This design comes from an exercise in tuning for small area on the open sky130 flow, not from production work. RTL that was checked went through simulation tests only; none was proved equivalent to the original. No driver is modelled on the clock port, so clocking that relies on it looks cheaper here than on a real chip. Power and IR drop assume default switching activity.

Design axi_gpio_top, start of the top module:
module axi_gpio_top(  
  input ACLK,
  input ARESETn,
  input        AWVALID,
  output       AWREADY,
  input [31:0] AWADDR,
  input [2 :0] AWPROT,
  input        WVALID,
  output       WREADY,
  input [31:0] WDATA,
  input [3 :0] WSTRB,  
  output       BVALID,
  input        BREADY,
  output[1 :0] BRESP,
  input        ARVALID,
  output       ARREADY,
  input [31:0] ARADDR,
  input [2 :0] ARPROT,
  output       RVALID,
  input        RREADY,
  output[31:0] RDATA,
  output[1 :0] RRESP,
  output [7:0] led,      
  input  [7:0] switch,   
  input  [4:0] button,    
  output interrupt
);
export LEC_CHECK = 0
export ABC_AREA = 1
export CAP_MARGIN = 20
export CORE_MARGIN = 2
export CORE_UTILIZATION = 40
export CTS_BUF_LIST = sky130_fd_sc_hd__clkbuf_4
export SLEW_MARGIN = 20
create_clock -name core_clock -period 10.0 [get_ports {ACLK}]
run.sh (not shown) runs the stock make flow with config.mk's settings and CLKGATE_MAP_FILE= SYNTH_SCRIPT=/design/flow/synth_recipe.tcl, a recipe that flattens the netlist after the stock synthesis.
Edit:
--- a/flow/config.mk
+++ b/flow/config.mk
@@ -12 +11,0 @@
-export CTS_BUF_LIST = sky130_fd_sc_hd__clkbuf_4
Effect:
- The new run finished clean
- clock-buffer cell count came out lower by 104
- setup slack improved by 0.24 ns
- fmax came out higher by about 6.4%
No functional check of the RTL was part of any run of this note.

---

== zinc ==
axi_gpio_top, a different RTL version from the one above (not shown whole).
Size: roughly 1,400 cells after synthesis, ~380 flip-flops, about 180 I/O pins.
==> flow/design.v (excerpt) <==
module axi_gpio_top(  
  input ACLK,
  input ARESETn,
  input        AWVALID,
  output       AWREADY,
  input [31:0] AWADDR,
  input [2 :0] AWPROT,
  input        WVALID,
  output       WREADY,
  input [31:0] WDATA,
  input [3 :0] WSTRB,  
  output       BVALID,
  input        BREADY,
  output[1 :0] BRESP,
  input        ARVALID,
  output       ARREADY,
  input [31:0] ARADDR,
  input [2 :0] ARPROT,
  output       RVALID,
  input        RREADY,
  output[31:0] RDATA,
  output[1 :0] RRESP,
  output [7:0] led,      
  input  [7:0] switch,   
  input  [4:0] button,    
  output interrupt
);
Settings: LEC_CHECK=0, ABC_AREA=1, CAP_MARGIN=20, CORE_MARGIN=2, CORE_UTILIZATION=40, CTS_CLUSTER_DIAMETER=100, CTS_CLUSTER_SIZE=30, SLEW_MARGIN=20; clock period 10.0 ns.
standard.sh (not shown) runs the stock make flow with config.mk's settings and CLKGATE_MAP_FILE= SYNTH_SCRIPT=/design/flow/synth_recipe.tcl, a recipe that flattens the netlist after the stock synthesis.
==> flow/flow/run.sh <==
#!/bin/bash
# Own layout flow: the standard flow (standard.sh), with these changes:
#  - synthesis maps the logic with an area-oriented ABC script (abc_area.script
#    here) instead of ORFS's; everything else in the synthesis is unchanged,
#    so the registers are the standard synthesis's;
#  - port buffering uses sky130_fd_sc_hd__buf_1 cells;
#  - CTS without dummy loads;
#  - after CTS, cells off the critical paths are sized down (post_cts.tcl).
# Each tool's full output stays in orfs/logs/; make's output goes to make.log.
set -euo pipefail
W=$(pwd)
cat > "$W/own_synth.tcl" <<EOT
proc abc {args} {
  set i [lsearch -exact \$args -script]
  if {\$i >= 0} { lset args [expr {\$i + 1}] {$W/flow/abc_area.script} }
  yosys abc {*}\$args
}
source {$W/synth_recipe.tcl}
EOT
EXTRA="'BUFFER_PORTS_ARGS=-buffer_cell sky130_fd_sc_hd__buf_1'"
EXTRA+=" 'CTS_ARGS=-sink_clustering_enable -repair_clock_nets -sink_clustering_size 30 -sink_clustering_max_diameter 100 -dont_use_dummy_load'"
EXTRA+=" 'POST_CTS_TCL=$W/flow/post_cts.tcl'"
sed -e "s#SYNTH_SCRIPT=[^ ']*#SYNTH_SCRIPT=$W/own_synth.tcl#" \
    -e "s#CLKGATE_MAP_FILE= #CLKGATE_MAP_FILE= $EXTRA #" \
    standard.sh > own_standard.sh
grep -q own_synth.tcl own_standard.sh
grep -q POST_CTS_TCL own_standard.sh
bash own_standard.sh > make.log 2>&1
==> flow/flow/abc_area.script <==
strash
dch
amap
strash
&get -n
&dch
&nf -a -R 1000
&put
==> flow/flow/post_cts.tcl <==
# size down cells on paths with slack to spare, then re-legalise
log_cmd repair_timing -recover_power 100 -setup_margin 0 -hold_margin 0 -verbose
detailed_placement
check_placement -verbose
The final layout from zinc, which completed every stage, passed the timing, design-rule and antenna checks at the end of the flow.
#### Input delta (harbor over zinc)
==> flow/flow/abc_area.script <==
strash
dch
amap
strash
dch
amap
strash
dch
amap
topo
Global-route wire length before repair grows by a few percent when moving from zinc to harbor. Lower fraction of the mapped netlist area in compound gates among harbor and zinc: zinc. zinc ended up with clkbuf_2 as its cell with the largest stage delay on the worst path; harbor ended up with a32oi_1. Diff zinc -> harbor: number of logic inverters in the finished layout picked up an extra 319; power neither gained nor lost much; utilization picked up an extra 0.45 points; post-detailed-route wirelength per cell lost 8.0%; ratio of routed vias to standard cells lost 3.1%. On worst setup margin, zinc beats harbor. zinc has higher sequential power than harbor. Relative to zinc, fraction of area in registers has decreased by 0.77 points in harbor.
The inputs of maple differ from those of harbor as listed below.
--- a/flow/flow/run.sh
+++ b/flow/flow/run.sh
@@ -4,4 +4,5 @@
 #    here) instead of ORFS's; everything else in the synthesis is unchanged,
 #    so the registers are the standard synthesis's;
+#  - no half/full adder extraction before mapping;
 #  - port buffering uses sky130_fd_sc_hd__buf_1 cells;
 #  - CTS without dummy loads;
@@ -16,8 +17,10 @@
   yosys abc {*}\$args
 }
+# ORFS's half/full adder extraction only hurts the area here
+proc extract_fa {args} {}
 source {$W/synth_recipe.tcl}
 EOT
 EXTRA="'BUFFER_PORTS_ARGS=-buffer_cell sky130_fd_sc_hd__buf_1'"
-EXTRA+=" 'CTS_ARGS=-sink_clustering_enable -repair_clock_nets -sink_clustering_size 30 -sink_clustering_max_diameter 100 -dont_use_dummy_load'"
+EXTRA+=" 'CTS_ARGS=-sink_clustering_enable -repair_clock_nets -root_buf sky130_fd_sc_hd__clkbuf_16 -tree_buf sky130_fd_sc_hd__clkbuf_16 -buf_list sky130_fd_sc_hd__clkbuf_4 -sink_clustering_size 10 -sink_clustering_max_diameter 50 -dont_use_dummy_load'"
 EXTRA+=" 'POST_CTS_TCL=$W/flow/post_cts.tcl'"
 sed -e "s#SYNTH_SCRIPT=[^ ']*#SYNTH_SCRIPT=$W/own_synth.tcl#" \
==> flow/flow/abc_area.script <==
strash
dch
amap
strash
&get -n
&dch
&nf -a -R 1000
&put
## What came out
On initial core utilization: maple sits below harbor.
Comparing synthesized cell count for maple and harbor, the bigger number came from harbor.
The clock period minus worst slack in maple sits 580 ps below the value recorded for harbor.
Routed wirelength normalized by instance count delta for maple relative to harbor: about 4% higher
Post-layout instance area of maple falls short of that of harbor slightly.
> inputs changed (maple -> amber)
--- a/flow/flow/run.sh
+++ b/flow/flow/run.sh
@@ -22,5 +22,5 @@
 EOT
 EXTRA="'BUFFER_PORTS_ARGS=-buffer_cell sky130_fd_sc_hd__buf_1'"
-EXTRA+=" 'CTS_ARGS=-sink_clustering_enable -repair_clock_nets -root_buf sky130_fd_sc_hd__clkbuf_16 -tree_buf sky130_fd_sc_hd__clkbuf_16 -buf_list sky130_fd_sc_hd__clkbuf_4 -sink_clustering_size 10 -sink_clustering_max_diameter 50 -dont_use_dummy_load'"
+EXTRA+=" 'CTS_ARGS=-sink_clustering_enable -repair_clock_nets -sink_clustering_size 30 -sink_clustering_max_diameter 100 -dont_use_dummy_load'"
 EXTRA+=" 'POST_CTS_TCL=$W/flow/post_cts.tcl'"
 sed -e "s#SYNTH_SCRIPT=[^ ']*#SYNTH_SCRIPT=$W/own_synth.tcl#" \
--- outcome ---
- ~same non-clock buffer share of cell area in maple and amber
- Compare maple and amber | final-stage net count higher: maple
- The higher layout filler cell count of maple and amber is in maple.
- Compared with maple, amber shows wire length on met3 that has gone down by more than a quarter.
- maple → amber: total non-filler cell area in the finished layout held, combinational fraction of design power was more or less identical, power moved down, fmax +0.42%.
Input-level comparison between fjord and amber:
--- a/flow/flow/run.sh
+++ b/flow/flow/run.sh
@@ -22,5 +22,5 @@
 EOT
 EXTRA="'BUFFER_PORTS_ARGS=-buffer_cell sky130_fd_sc_hd__buf_1'"
-EXTRA+=" 'CTS_ARGS=-sink_clustering_enable -repair_clock_nets -sink_clustering_size 30 -sink_clustering_max_diameter 100 -dont_use_dummy_load'"
+EXTRA+=" 'CTS_ARGS=-sink_clustering_enable -repair_clock_nets -buf_list sky130_fd_sc_hd__clkbuf_8 -sink_clustering_size 18 -sink_clustering_max_diameter 70 -dont_use_dummy_load'"
 EXTRA+=" 'POST_CTS_TCL=$W/flow/post_cts.tcl'"
 sed -e "s#SYNTH_SCRIPT=[^ ']*#SYNTH_SCRIPT=$W/own_synth.tcl#" \
Findings:
Changes observed in fjord relative to amber: clock skew saw a decrease, non-clock buffer count saw a decrease, number of top-level pins saw little to no change. Comparing amber and fjord, the higher time the worst path needs with I/O delays and setup is on amber.
For nickel, these inputs were changed with respect to fjord:
Settings: swapping 20 for 0 in CAP_MARGIN; clearing CTS_CLUSTER_SIZE, which used to be 30; swapping 20 for 0 in SLEW_MARGIN; clearing CTS_CLUSTER_DIAMETER, which used to be 100.
==> comparison <==
nickel completed end to end with timing, DRC and antenna clean. ~same sequential cell count in nickel and fjord. fjord → nickel: hold slack did not really move, share of the final layout cell area in sequential cells did not really move, peak per-stage delay on the critical path did not really move. Final wirelength of nickel is on par with fjord. Met1 capacity usage during global routing: fjord vs nickel identical. Diff fjord -> nickel: non-clock buffer count in the final layout moved down; post-route worst setup slack moved down; count of buffers from port buffering level; final critical path time including I/O delays and setup moved up.

---

== exp/raven ==
Another version of the RTL of axi_gpio_top (not shown whole).
Size in the first run: about 1700 cells after synthesis, about 180 I/O pins, roughly 16000 um2 of cells after synthesis.
==> flow/config.mk <==
export PLATFORM = sky130hd
export DESIGN_NAME = axi_gpio_top
export DESIGN_NICKNAME = axi_gpio_top
export VERILOG_FILES = /design/flow/design.v
export SDC_FILE = /design/flow/constraint.sdc
export NUM_CORES = 4
export LEC_CHECK = 0
export ABC_AREA = 1
export CAP_MARGIN = 20
export CORE_MARGIN = 2
export CORE_UTILIZATION = 65
export CTS_CLUSTER_DIAMETER = 100
export CTS_CLUSTER_SIZE = 30
export SLEW_MARGIN = 20
==> flow/constraint.sdc <==
create_clock -name core_clock -period 10.0 [get_ports {ACLK}]
set_input_delay 2.0000 -clock core_clock [delete_from_list [all_inputs] [get_ports {ACLK}]]
set_output_delay 2.0000 -clock core_clock [all_outputs]
set_load 0.01 [all_outputs]
==> flow/flow/run.sh <==
#!/bin/bash
# Own layout flow: the standard flow (standard.sh) with two changes:
#  - synthesis maps the logic with an area-oriented ABC script (abc_area.script
#    here) instead of ORFS's; everything else in the synthesis is unchanged,
#    so the registers are the standard synthesis's;
#  - port buffering uses sky130_fd_sc_hd__buf_1 cells.
# Each tool's full output stays in orfs/logs/; make's output goes to make.log.
set -euo pipefail
W=$(pwd)
cat > "$W/own_synth.tcl" <<EOT
proc abc {args} {
  set i [lsearch -exact \$args -script]
  if {\$i >= 0} { lset args [expr {\$i + 1}] {$W/flow/abc_area.script} }
  yosys abc {*}\$args
}
source {$W/synth_recipe.tcl}
EOT
sed -e "s#SYNTH_SCRIPT=[^ ']*#SYNTH_SCRIPT=$W/own_synth.tcl#" \
    -e "s#CLKGATE_MAP_FILE= #CLKGATE_MAP_FILE= 'BUFFER_PORTS_ARGS=-buffer_cell sky130_fd_sc_hd__buf_1' #" \
    standard.sh > own_standard.sh
grep -q own_synth.tcl own_standard.sh
grep -q BUFFER_PORTS_ARGS own_standard.sh
bash own_standard.sh > make.log 2>&1
==> flow/flow/abc_area.script <==
strash
dch
amap
topo
Both conditions hold for exp/raven: the flow ran to the end and the final layout passed the timing, design-rule and antenna checks.
The inputs of exp/xenon differ from those of exp/raven as listed below.
Settings: changing CORE_UTILIZATION from 65 to 40.
-- flow/flow/run.sh --
<<< exp/raven, line 11
>>> exp/xenon, line 11
rename abc my_std_abc
<<< exp/raven, line 14
  yosys abc {*}\$args
>>> exp/xenon, line 15
  my_std_abc {*}\$args
--- outcome ---
exp/xenon never completed, since it errored out during synthesis.
Changes in exp/violet relative to exp/xenon:
==> flow/run.sh (new file) <==
#!/bin/bash
# synth_recipe.tcl (not shown) runs the flow's synth.tcl, then flattens the netlist and writes it again
# the make line also repeats each setting of config.mk as NAME=value (left out here)
make -C /OpenROAD-flow-scripts/flow DESIGN_CONFIG=/design/flow/config.mk WORK_HOME=/design/flow/orfs CLKGATE_MAP_FILE= SYNTH_SCRIPT=/design/flow/synth_recipe.tcl finish
removed: flow/flow/run.sh
removed: flow/flow/abc_area.script
removed: flow/standard.sh
exp/violet: done, clean on timing, DRC and antenna
The inputs of exp/ember differ from those of exp/violet as listed below.
==> flow/flow/run.sh (new file) <==
#!/bin/bash
# Own layout flow: the standard flow (standard.sh) with two changes:
#  - synthesis maps the logic with an area-oriented ABC script (abc_area.script
#    here) instead of ORFS's; everything else in the synthesis is unchanged,
#    so the registers are the standard synthesis's;
#  - port buffering uses sky130_fd_sc_hd__buf_1 cells.
# Each tool's full output stays in orfs/logs/; make's output goes to make.log.
set -euo pipefail
W=$(pwd)
cat > "$W/own_synth.tcl" <<EOT
proc abc {args} {
  set i [lsearch -exact \$args -script]
  if {\$i >= 0} { lset args [expr {\$i + 1}] {$W/flow/abc_area.script} }
  yosys abc {*}\$args
}
source {$W/synth_recipe.tcl}
EOT
sed -e "s#SYNTH_SCRIPT=[^ ']*#SYNTH_SCRIPT=$W/own_synth.tcl#" \
    -e "s#CLKGATE_MAP_FILE= #CLKGATE_MAP_FILE= 'BUFFER_PORTS_ARGS=-buffer_cell sky130_fd_sc_hd__buf_1' #" \
    standard.sh > own_standard.sh
grep -q own_synth.tcl own_standard.sh
grep -q BUFFER_PORTS_ARGS own_standard.sh
bash own_standard.sh > make.log 2>&1
==> flow/flow/abc_area.script (new file) <==
strash
dch
amap
topo
==> flow/standard.sh (new file) <==
#!/bin/bash
# synth_recipe.tcl (not shown) runs the flow's synth.tcl, then flattens the netlist and writes it again
# the make line also repeats each setting of config.mk as NAME=value (left out here)
make -C /OpenROAD-flow-scripts/flow DESIGN_CONFIG=/design/flow/config.mk WORK_HOME=/design/flow/orfs CLKGATE_MAP_FILE= SYNTH_SCRIPT=/design/flow/synth_recipe.tcl "${@:-finish}"
removed: flow/run.sh
### Flow results
| met2 track demand over resource in global routing | exp/violet vs exp/ember | ≈ equal |. Depth of the worst register-to-register path was lower in the run labelled exp/ember. exp/ember does worse than exp/violet on post-layout total power. Delta (exp/ember minus exp/violet): final RePlAce weighted congestion has remained practically unchanged, largest net degree at the start of global routing has increased, starting density of the core has remained practically unchanged, global-route wire length before repair has decreased.

---

axi_gpio_top, a different RTL version from the one above (not shown whole).
Size in the first run: ~1400 cells after synthesis, roughly 380 flip-flops, about 180 I/O pins, ~15000 um^2 of cells after synthesis.
// axi_gpio_top
module axi_gpio_top(  
  input ACLK,
  input ARESETn,
  input        AWVALID,
  output       AWREADY,
  input [31:0] AWADDR,
  input [2 :0] AWPROT,
  input        WVALID,
  output       WREADY,
  input [31:0] WDATA,
  input [3 :0] WSTRB,  
  output       BVALID,
  input        BREADY,
  output[1 :0] BRESP,
  input        ARVALID,
  output       ARREADY,
  input [31:0] ARADDR,
  input [2 :0] ARPROT,
  output       RVALID,
  input        RREADY,
  output[31:0] RDATA,
  output[1 :0] RRESP,
  output [7:0] led,      
  input  [7:0] switch,   
  input  [4:0] button,    
  output interrupt
);
  wire [7:0] int_switch_sts;
  wire [7:0] int_switch_ena;
  wire [7:0] int_switch_clr;
  wire [4:0] int_button_sts;
  wire [4:0] int_button_ena;
  wire [4:0] int_button_clr;
  wire [4:0] button_posedge;
  wire [4:0] button_negedge;
  wire [7:0] deb_switch_dis;
  wire [4:0] deb_button_dis;
  wire [7:0] switch_synch;
  wire [4:0] button_synch;
  wire [7:0] switch_deb;
  wire [4:0] button_deb;  
  wire [4:0] deb_time;
  ...
export LEC_CHECK = 0
export ABC_AREA = 1
export CAP_MARGIN = 10
export CORE_MARGIN = 2
export CORE_UTILIZATION = 60
export SLEW_MARGIN = 10
create_clock -name core_clock -period 10.0 [get_ports {ACLK}]
==> flow/flow/run.sh <==
#!/bin/bash
# Own layout flow: the standard flow (standard.sh), with these changes:
#  - synthesis maps the logic with an area-oriented ABC script (abc_area.script
#    here) instead of ORFS's, and skips ORFS's half/full adder extraction;
#    everything else in the synthesis is unchanged, so the registers are the
#    standard synthesis's;
#  - port buffering uses sky130_fd_sc_hd__buf_1 cells;
#  - CTS clusters at most 15 flip-flops per sky130_fd_sc_hd__clkbuf_8, with no
#    dummy loads;
#  - after CTS, cells off the critical paths are sized down (post_cts.tcl).
# Each tool's full output stays in orfs/logs/; make's output goes to make.log.
set -euo pipefail
W=$(pwd)
cat > "$W/own_synth.tcl" <<EOT
proc abc {args} {
  set i [lsearch -exact \$args -script]
  if {\$i >= 0} { lset args [expr {\$i + 1}] {$W/flow/abc_area.script} }
  yosys abc {*}\$args
}
# ORFS's half/full adder extraction only hurts the area here
proc extract_fa {args} {}
source {$W/synth_recipe.tcl}
EOT
EXTRA="'BUFFER_PORTS_ARGS=-buffer_cell sky130_fd_sc_hd__buf_1'"
EXTRA+=" 'CTS_ARGS=-sink_clustering_enable -repair_clock_nets -buf_list sky130_fd_sc_hd__clkbuf_8 -sink_clustering_size 15 -sink_clustering_max_diameter 60 -dont_use_dummy_load'"
EXTRA+=" 'POST_CTS_TCL=$W/flow/post_cts.tcl'"
sed -e "s#SYNTH_SCRIPT=[^ ']*#SYNTH_SCRIPT=$W/own_synth.tcl#" \
    -e "s#CLKGATE_MAP_FILE= #CLKGATE_MAP_FILE= $EXTRA #" \
    standard.sh > own_standard.sh
grep -q own_synth.tcl own_standard.sh
grep -q POST_CTS_TCL own_standard.sh
bash own_standard.sh > make.log 2>&1
==> flow/flow/abc_area.script <==
strash
dch
amap
strash
&get -n
&dch
&nf -a -R 1000
&put
strash
dch
amap
strash
&get -n
&dch
&nf -a -R 1000
&put
Scripts as last shown in full above: flow/flow/post_cts.tcl
The starting point ran to the end with no violations.
==> next run, changes <==
--- a/flow/flow/run.sh
+++ b/flow/flow/run.sh
@@ -6,7 +6,8 @@
 #    standard synthesis's;
 #  - port buffering uses sky130_fd_sc_hd__buf_1 cells;
-#  - CTS clusters at most 15 flip-flops per sky130_fd_sc_hd__clkbuf_8, with no
+#  - CTS clusters at most 18 flip-flops per sky130_fd_sc_hd__clkbuf_8, with no
 #    dummy loads;
-#  - after CTS, cells off the critical paths are sized down (post_cts.tcl).
+#  - after CTS, cells off the critical paths are sized down, and clock
+#    buffers whose flip-flops see a slow clock edge are sized up (post_cts.tcl).
 # Each tool's full output stays in orfs/logs/; make's output goes to make.log.
 set -euo pipefail
@@ -23,5 +24,5 @@
 EOT
 EXTRA="'BUFFER_PORTS_ARGS=-buffer_cell sky130_fd_sc_hd__buf_1'"
-EXTRA+=" 'CTS_ARGS=-sink_clustering_enable -repair_clock_nets -buf_list sky130_fd_sc_hd__clkbuf_8 -sink_clustering_size 15 -sink_clustering_max_diameter 60 -dont_use_dummy_load'"
+EXTRA+=" 'CTS_ARGS=-sink_clustering_enable -repair_clock_nets -buf_list sky130_fd_sc_hd__clkbuf_8 -sink_clustering_size 18 -sink_clustering_max_diameter 70 -dont_use_dummy_load'"
 EXTRA+=" 'POST_CTS_TCL=$W/flow/post_cts.tcl'"
 sed -e "s#SYNTH_SCRIPT=[^ ']*#SYNTH_SCRIPT=$W/own_synth.tcl#" \
==> flow/flow/post_cts.tcl (replaced) <==
# size down cells on paths with slack to spare, then re-legalise
log_cmd repair_timing -recover_power 100 -setup_margin 0 -hold_margin 0 -verbose

estimate_parasitics -placement
set slow_drivers {}
foreach pin [get_pins -of_objects [all_registers -edge_triggered] -filter "is_clock==1"] {
  set s 0.0
  foreach prop {slew_max_rise slew_max_fall} {
    set v [get_property $pin $prop]
    if {[string is double -strict $v] && $v > $s} { set s $v }
  }
  if {$s > 0.100} {
    foreach drv [get_pins -of_objects [get_nets -of_objects $pin] -filter "direction==output"] {
      lappend slow_drivers [get_full_name [get_cells -of_objects $drv]]
    }
  }
}
foreach inst [lsort -unique $slow_drivers] {
  set cell [get_property [get_cells $inst] ref_name]
  set bigger [string map {clkbuf_4 clkbuf_8 clkbuf_8 clkbuf_16} $cell]
  if {$bigger ne $cell} {
    puts "upsizing clock buffer $inst: $cell -> $bigger"
    replace_cell [get_cells $inst] [get_lib_cells $bigger]
  }
}
detailed_placement
check_placement -verbose
--- a/flow/config.mk
+++ b/flow/config.mk
@@ -9,4 +9,4 @@
 export CAP_MARGIN = 10
 export CORE_MARGIN = 2
-export CORE_UTILIZATION = 60
+export CORE_UTILIZATION = 80
 export SLEW_MARGIN = 10
Outcome: Wire length rose by 6.3%; worst setup slack loses 0.24 ns; design area fell by 0.41%; hold slack loses 0.012 ns; die area fell by 24%.

## static timing again, ports no longer ideal
In the flow no input, the clock included, has a driving cell. The finished layouts below were timed again as built, in two steps. Step 1: set_driving_cell puts a clkbuf_16 on ACLK and a buf_2 on each other input, an assumption about the parent block. Step 2, shift: input delay + t, output delay - t, t = (earliest + latest rising clock arrival at the registers) / 2. This alone moves slack from input paths to output paths. Three values: no drivers, after step 1, after step 2; two values: the first two.
| run | t, ns | slack for setup (ns) | hold WS [ns] | latest minus earliest clock arrival (ns) | worst register clock-pin slew, ns |
|---|---|---|---|---|---|
| the first run of note 1 | 0.844 | 6.094 / 6.046 / 5.851 | 0.340 / 0.340 / 0.340 | 0.049 / 0.048 | 0.07 / 0.07 |
| the second run of note 1 | 0.615 | 6.330 / 6.273 / 5.784 | 0.343 / 0.343 / 0.343 | 0.010 / 0.010 | 0.06 / 0.06 |
| zinc | 0.567 | 6.167 / 6.167 / 5.657 | 0.361 / 0.361 / 0.361 | 0.061 / 0.060 | 0.12 / 0.12 |
| harbor | 0.573 | 5.361 / 5.361 / 5.224 | 0.334 / 0.334 / 0.334 | 0.067 / 0.066 | 0.12 / 0.12 |
| maple | 0.570 | 5.942 / 5.920 / 5.350 | 0.343 / 0.343 / 0.343 | 0.065 / 0.064 | 0.12 / 0.12 |
| amber | 0.572 | 5.959 / 5.948 / 5.376 | 0.317 / 0.317 / 0.317 | 0.055 / 0.055 | 0.12 / 0.12 |
| fjord | 0.647 | 6.013 / 5.993 / 5.346 | 0.315 / 0.315 / 0.315 | 0.041 / 0.041 | 0.11 / 0.11 |
| nickel | 0.649 | 6.005 / 5.985 / 5.337 | 0.315 / 0.315 / 0.315 | 0.041 / 0.041 | 0.12 / 0.12 |
| exp/raven | 0.571 | 5.211 / 5.223 / 4.652 | 0.359 / 0.359 / 0.359 | 0.019 / 0.018 | 0.12 / 0.12 |
| exp/violet | 0.590 | 6.163 / 6.189 / 5.599 | 0.360 / 0.360 / 0.360 | 0.023 / 0.022 | 0.12 / 0.12 |
| exp/ember | 0.581 | 5.198 / 5.157 / 4.576 | 0.360 / 0.360 / 0.360 | 0.022 / 0.022 | 0.12 / 0.12 |
| the first run of note 4 | 0.576 | 6.093 / 6.114 / 5.538 | 0.349 / 0.349 / 0.349 | 0.060 / 0.060 | 0.10 / 0.10 |
| the second run of note 4 | 0.667 | 5.854 / 5.854 / 5.429 | 0.337 / 0.337 / 0.337 | 0.045 / 0.045 | 0.10 / 0.10 |
After both steps every run listed still meets setup and hold. For nickel, which loses most, drivers alone change the setup slack by -0.020 ns; drivers and shift together by -0.668 ns.
